Context: an optimization exercise on an open-source flow, tuned for small area, a short achievable clock period and few clock cycles per item. The choices shown serve that exercise and are no tape-out recipe. Function was checked by simulation only, so behaviour that the tests miss may differ from the original.

## oak
// l3_gan
module l3_gan (
    input               clk,
    input               rst,
    input               start,
    input  signed [15:0] x1,
    input  signed [15:0] x2,
    input  signed [15:0] x3,
    input  signed [15:0] x4,
    input  signed [16*4*4-1:0] L1_w,
    input  signed [16*4-1:0]   L1_b,
    input  signed [16*2*4-1:0] L2_w,
    input  signed [16*2-1:0]   L2_b,
    input  signed [16*1*2-1:0] L3_w,
    input  signed [16*1-1:0]   L3_b,
    input  signed [16*1*1-1:0] L4_w,
    input  signed [16*1-1:0]   L4_b,
    input  signed [16*1*1-1:0] L5_w,
    input  signed [16*1-1:0]   L5_b,
    input  signed [16*2*1-1:0] L6_w,
    input  signed [16*2-1:0]   L6_b,
    input  signed [16*4*2-1:0] L7_w,
    input  signed [16*4-1:0]   L7_b,
    input  signed [16*4*4-1:0] L8_w,
    input  signed [16*4-1:0]   L8_b,
    output signed [15:0] out1,
    output signed [15:0] out2,
    output signed [15:0] out3,
    output signed [15:0] out4,
    output reg           done
);
clock: 12.0 ns
lec_check: 0
cap_margin: 20
core_area: 5 5 465 465
die_area: 0 0 470 470
place_density: 0.7
setup_slack_margin: 4.5
slew_margin: 20
synth_hierarchical: 1
synth_minimum_keep_size: 0
standard.sh (not shown) runs the stock make flow with config.mk's settings and CLKGATE_MAP_FILE= SYNTH_SCRIPT=/design/flow/synth_recipe.tcl, a recipe that flattens the netlist after the stock synthesis.
==> flow/flow/run.sh <==
#!/bin/bash
set -e
cp standard.sh standard.sh.txt
cp config.mk config.mk.txt
export BUFFER_PORTS_ARGS="-buffer_cell sky130_fd_sc_hd__buf_1"
bash standard.sh > standard.log 2>&1
Testbench counts of oak, summed over its fixed seeds: cycles 28,800, items 1,600.
The inputs of pine differ from those of oak as listed below.
Settings: CAP_MARGIN: 20 -> 50; DIE_AREA: 0 0 470 470 -> unset; CORE_MARGIN: unset -> 2; PLACE_DENSITY: 0.7 -> unset; CORE_AREA: 5 5 465 465 -> unset; SLEW_MARGIN: 20 -> 50; CORE_UTILIZATION: unset -> 35.
[summary]
- Changes observed in pine relative to oak: chip width dropped 25%; synthesized cell count about even; fraction of synthesized area in multiplexers roughly the same.
- oak -> pine: xor/xnor share of the synthesized area delta 0, exact match
- pine -> oak: count of state elements after synthesis flat
- In the tables for oak and pine, effective utilization at floorplan reads higher with pine.
- pine: it failed during 3_2_place_iop, and the tool reported PPL-0024.
- Row count was higher in the run labelled oak.
Changes in birch relative to pine:
Settings: CORE_AREA newly set to 5 5 465 465; SLEW_MARGIN changed from 50 to 20; CORE_UTILIZATION removed (was 35); PLACE_DENSITY newly set to 0.7; CAP_MARGIN changed from 50 to 20; SETUP_SLACK_MARGIN changed from 4.5 to 4.0; DIE_AREA newly set to 0 0 470 470; CORE_MARGIN removed (was 2).
==> run notes <==
birch finished end to end and its layout was clean on timing, DRC and antenna.
As far as post-synthesis net count goes, pine and birch are indistinguishable; the numbers are identical.
Re synthesized area divided by synthesized cell count: no difference whatsoever between birch and pine.
On initial cell density of the core, the lower figure sits with birch, not pine.
Diff pine..birch | number of enable flip-flop cells after synthesis | unchanged
On number of library cell types mapped by synthesis, birch tracks pine almost exactly.
Die extent in x up about 34% in birch wrt pine
Compare pine and birch | height of the chip higher: birch

* * *

## red
l3_gan again, from the RTL that the note above started with.
Design l3_gan, start of the top module:
module l3_gan (
    input               clk,
    input               rst,
    input               start,
    input  signed [15:0] x1,
    input  signed [15:0] x2,
    input  signed [15:0] x3,
    input  signed [15:0] x4,
    input  signed [16*4*4-1:0] L1_w,
    input  signed [16*4-1:0]   L1_b,
    input  signed [16*2*4-1:0] L2_w,
    input  signed [16*2-1:0]   L2_b,
    input  signed [16*1*2-1:0] L3_w,
    input  signed [16*1-1:0]   L3_b,
    input  signed [16*1*1-1:0] L4_w,
    input  signed [16*1-1:0]   L4_b,
    input  signed [16*1*1-1:0] L5_w,
    input  signed [16*1-1:0]   L5_b,
    input  signed [16*2*1-1:0] L6_w,
    input  signed [16*2-1:0]   L6_b,
    input  signed [16*4*2-1:0] L7_w,
    input  signed [16*4-1:0]   L7_b,
    input  signed [16*4*4-1:0] L8_w,
    input  signed [16*4-1:0]   L8_b,
    output signed [15:0] out1,
    output signed [15:0] out2,
    output signed [15:0] out3,
    output signed [15:0] out4,
    output reg           done
);
make LEC_CHECK=0 CAP_MARGIN=50 CORE_MARGIN=2 CORE_UTILIZATION=35 SETUP_SLACK_MARGIN=3.5 SLEW_MARGIN=50 SYNTH_HIERARCHICAL=1 SYNTH_MINIMUM_KEEP_SIZE=0 finish   # period 12.0 ns
run.sh (not shown) runs the stock make flow with config.mk's settings and CLKGATE_MAP_FILE= SYNTH_SCRIPT=/design/flow/synth_recipe.tcl, a recipe that flattens the netlist after the stock synthesis.
Stock flow here: none of the scripts above is used.
What ended red was a tool error in I/O pin placement (3_2_place_iop); the run never finished.
Testbench counts of red, summed over its fixed seeds: cycles 28,800, items 1,600.
The inputs of blue differ from those of red as listed below.
# red
export LEC_CHECK = 0
export CAP_MARGIN = 50
export CORE_MARGIN = 2
export CORE_UTILIZATION = 35
export SETUP_SLACK_MARGIN = 3.5
export SLEW_MARGIN = 50
export SYNTH_HIERARCHICAL = 1
export SYNTH_MINIMUM_KEEP_SIZE = 0
create_clock -name core_clock -period 12.0 [get_ports {clk}]
# blue
export LEC_CHECK = 0
export CAP_MARGIN = 50
export CORE_AREA = 5 5 465 465
export DIE_AREA = 0 0 470 470
export SETUP_SLACK_MARGIN = 5
export SLEW_MARGIN = 50
export SYNTH_HIERARCHICAL = 1
export SYNTH_MINIMUM_KEEP_SIZE = 0
create_clock -name core_clock -period 12.0 [get_ports {clk}]
==> flow/flow/run.sh (new file) <==
#!/bin/bash
set -e
cp standard.sh standard.sh.txt
cp config.mk config.mk.txt
export BUFFER_PORTS_ARGS="-buffer_cell sky130_fd_sc_hd__buf_1"
bash standard.sh > standard.log 2>&1
==> flow/standard.sh (new file) <==
#!/bin/bash
# synth_recipe.tcl (not shown) runs the flow's synth.tcl, then flattens the netlist and writes it again
# the make line also repeats each setting of config.mk as NAME=value (left out here)
make -C /OpenROAD-flow-scripts/flow DESIGN_CONFIG=/design/flow/config.mk WORK_HOME=/design/flow/orfs CLKGATE_MAP_FILE= SYNTH_SCRIPT=/design/flow/synth_recipe.tcl "${@:-finish}"
removed: flow/run.sh
Notes after the runs:
blue finished every step from synthesis to the final layout, and the layout passed the timing, DRC and antenna checks.
blue against red: average cell area after synthesis held steady; synthesized area roughly the same; number of synthesized flops with an enable pin shows no meaningful change; synthesized cell count shows no meaningful change.
Per the comparison of blue with red, number of rows in the core area climbed 41, height of the die climbed 120 µm, effective utilization at floorplan dropped 15 points, share of flip-flops with an asynchronous set or reset barely changed.
Comparing red and blue, the higher width of the die is on blue.
Between blue and red, the share of synthesized cell area in full adder, half adder and majority cells does not differ in any meaningful way.
Edits applied to the flow inputs when going from blue to green:
# blue
export LEC_CHECK = 0
export CAP_MARGIN = 50
export CORE_AREA = 5 5 465 465
export DIE_AREA = 0 0 470 470
export SETUP_SLACK_MARGIN = 5
export SLEW_MARGIN = 50
export SYNTH_HIERARCHICAL = 1
export SYNTH_MINIMUM_KEEP_SIZE = 0
create_clock -name core_clock -period 12.0 [get_ports {clk}]
# green
export LEC_CHECK = 0
export CAP_MARGIN = 50
export CORE_AREA = 5 5 465 465
export DIE_AREA = 0 0 470 470
export SETUP_SLACK_MARGIN = 3.5
export SLEW_MARGIN = 50
export SYNTH_HIERARCHICAL = 1
export SYNTH_MINIMUM_KEEP_SIZE = 0
create_clock -name core_clock -period 12.0 [get_ports {clk}]
==> flow/run.sh (new file) <==
#!/bin/bash
# synth_recipe.tcl (not shown) runs the flow's synth.tcl, then flattens the netlist and writes it again
# the make line also repeats each setting of config.mk as NAME=value (left out here)
make -C /OpenROAD-flow-scripts/flow DESIGN_CONFIG=/design/flow/config.mk WORK_HOME=/design/flow/orfs CLKGATE_MAP_FILE= SYNTH_SCRIPT=/design/flow/synth_recipe.tcl finish
removed: flow/flow/run.sh
removed: flow/standard.sh
==> run notes <==
Compared with blue, green shows a storage element area that is about 0.6% higher. Final cell area: green above blue. [green] wire length rose about 3.6% relative to blue. The initial antenna violation count in green is 1.2 times that in blue. Delta(number of clock-tree buffers in the layout, green - blue) > 0. green vs blue — register fraction of the total cell area dropped 0.91 points.
The following lists how orange was set up differently from green:
# green
export LEC_CHECK = 0
export CAP_MARGIN = 50
export CORE_AREA = 5 5 465 465
export DIE_AREA = 0 0 470 470
export SETUP_SLACK_MARGIN = 3.5
export SLEW_MARGIN = 50
export SYNTH_HIERARCHICAL = 1
export SYNTH_MINIMUM_KEEP_SIZE = 0
create_clock -name core_clock -period 12.0 [get_ports {clk}]
# orange
export LEC_CHECK = 0
export CAP_MARGIN = 50
export CORE_AREA = 5 5 465 465
export DIE_AREA = 0 0 470 470
export SETUP_SLACK_MARGIN = 4.5
export SLEW_MARGIN = 50
export SYNTH_HIERARCHICAL = 1
export SYNTH_MINIMUM_KEEP_SIZE = 0
create_clock -name core_clock -period 12.0 [get_ports {clk}]
==> flow/flow/run.sh (new file) <==
#!/bin/bash
set -e
cp standard.sh standard.sh.txt
cp config.mk config.mk.txt
export BUFFER_PORTS_ARGS="-buffer_cell sky130_fd_sc_hd__buf_1"
bash standard.sh > standard.log 2>&1
==> flow/standard.sh (new file) <==
#!/bin/bash
# synth_recipe.tcl (not shown) runs the flow's synth.tcl, then flattens the netlist and writes it again
# the make line also repeats each setting of config.mk as NAME=value (left out here)
make -C /OpenROAD-flow-scripts/flow DESIGN_CONFIG=/design/flow/config.mk WORK_HOME=/design/flow/orfs CLKGATE_MAP_FILE= SYNTH_SCRIPT=/design/flow/synth_recipe.tcl "${@:-finish}"
removed: flow/run.sh
Results
Compare green and orange | final period utilization higher: green. [compare] base=green new=orange: final standard cell area without fillers now smaller; average size of a mapped cell comparable; arrival time at the worst endpoint now smaller. Taking green as the reference, in orange final core utilization decreased 3.2 points; final critical-path required period lost 250 ps; total wire length after detailed routing -0.61%; relative slew slack fell by 1.3 points. Going from green to orange, worst hold slack grows by 3.6 ps.

==> afterwards: timing with drivers on the ports <==
The results above use ideal ports. As a check the final layouts listed here were re-extracted and re-timed, cells and wires unchanged.
Step 1 sets driving cells, clkbuf_16 on the clock port and buf_2 on the other inputs (assumed; they add their load-dependent delay and slew).
Step 2 also shifts input and output timing later by t, the mid clock arrival at the registers, as if the neighbouring blocks saw the same clock.
a / b / c = ideal / step 1 / step 2; a / b = the first two.
run	t, ns	setup WS [ns]	worst setup path at the end	pins driven straight from the clock port
oak	0.672	3.789 / 3.789 / 3.789	register to register	1
birch	0.683	3.798 / 3.798 / 3.798	register to register	1
blue	0.667	3.844 / 3.844 / 3.844	register to register	1
green	0.661	3.538 / 3.538 / 3.538	register to register	1
orange	0.665	3.783 / 3.783 / 3.783	register to register	1
After both steps setup and hold are still met in every run listed.
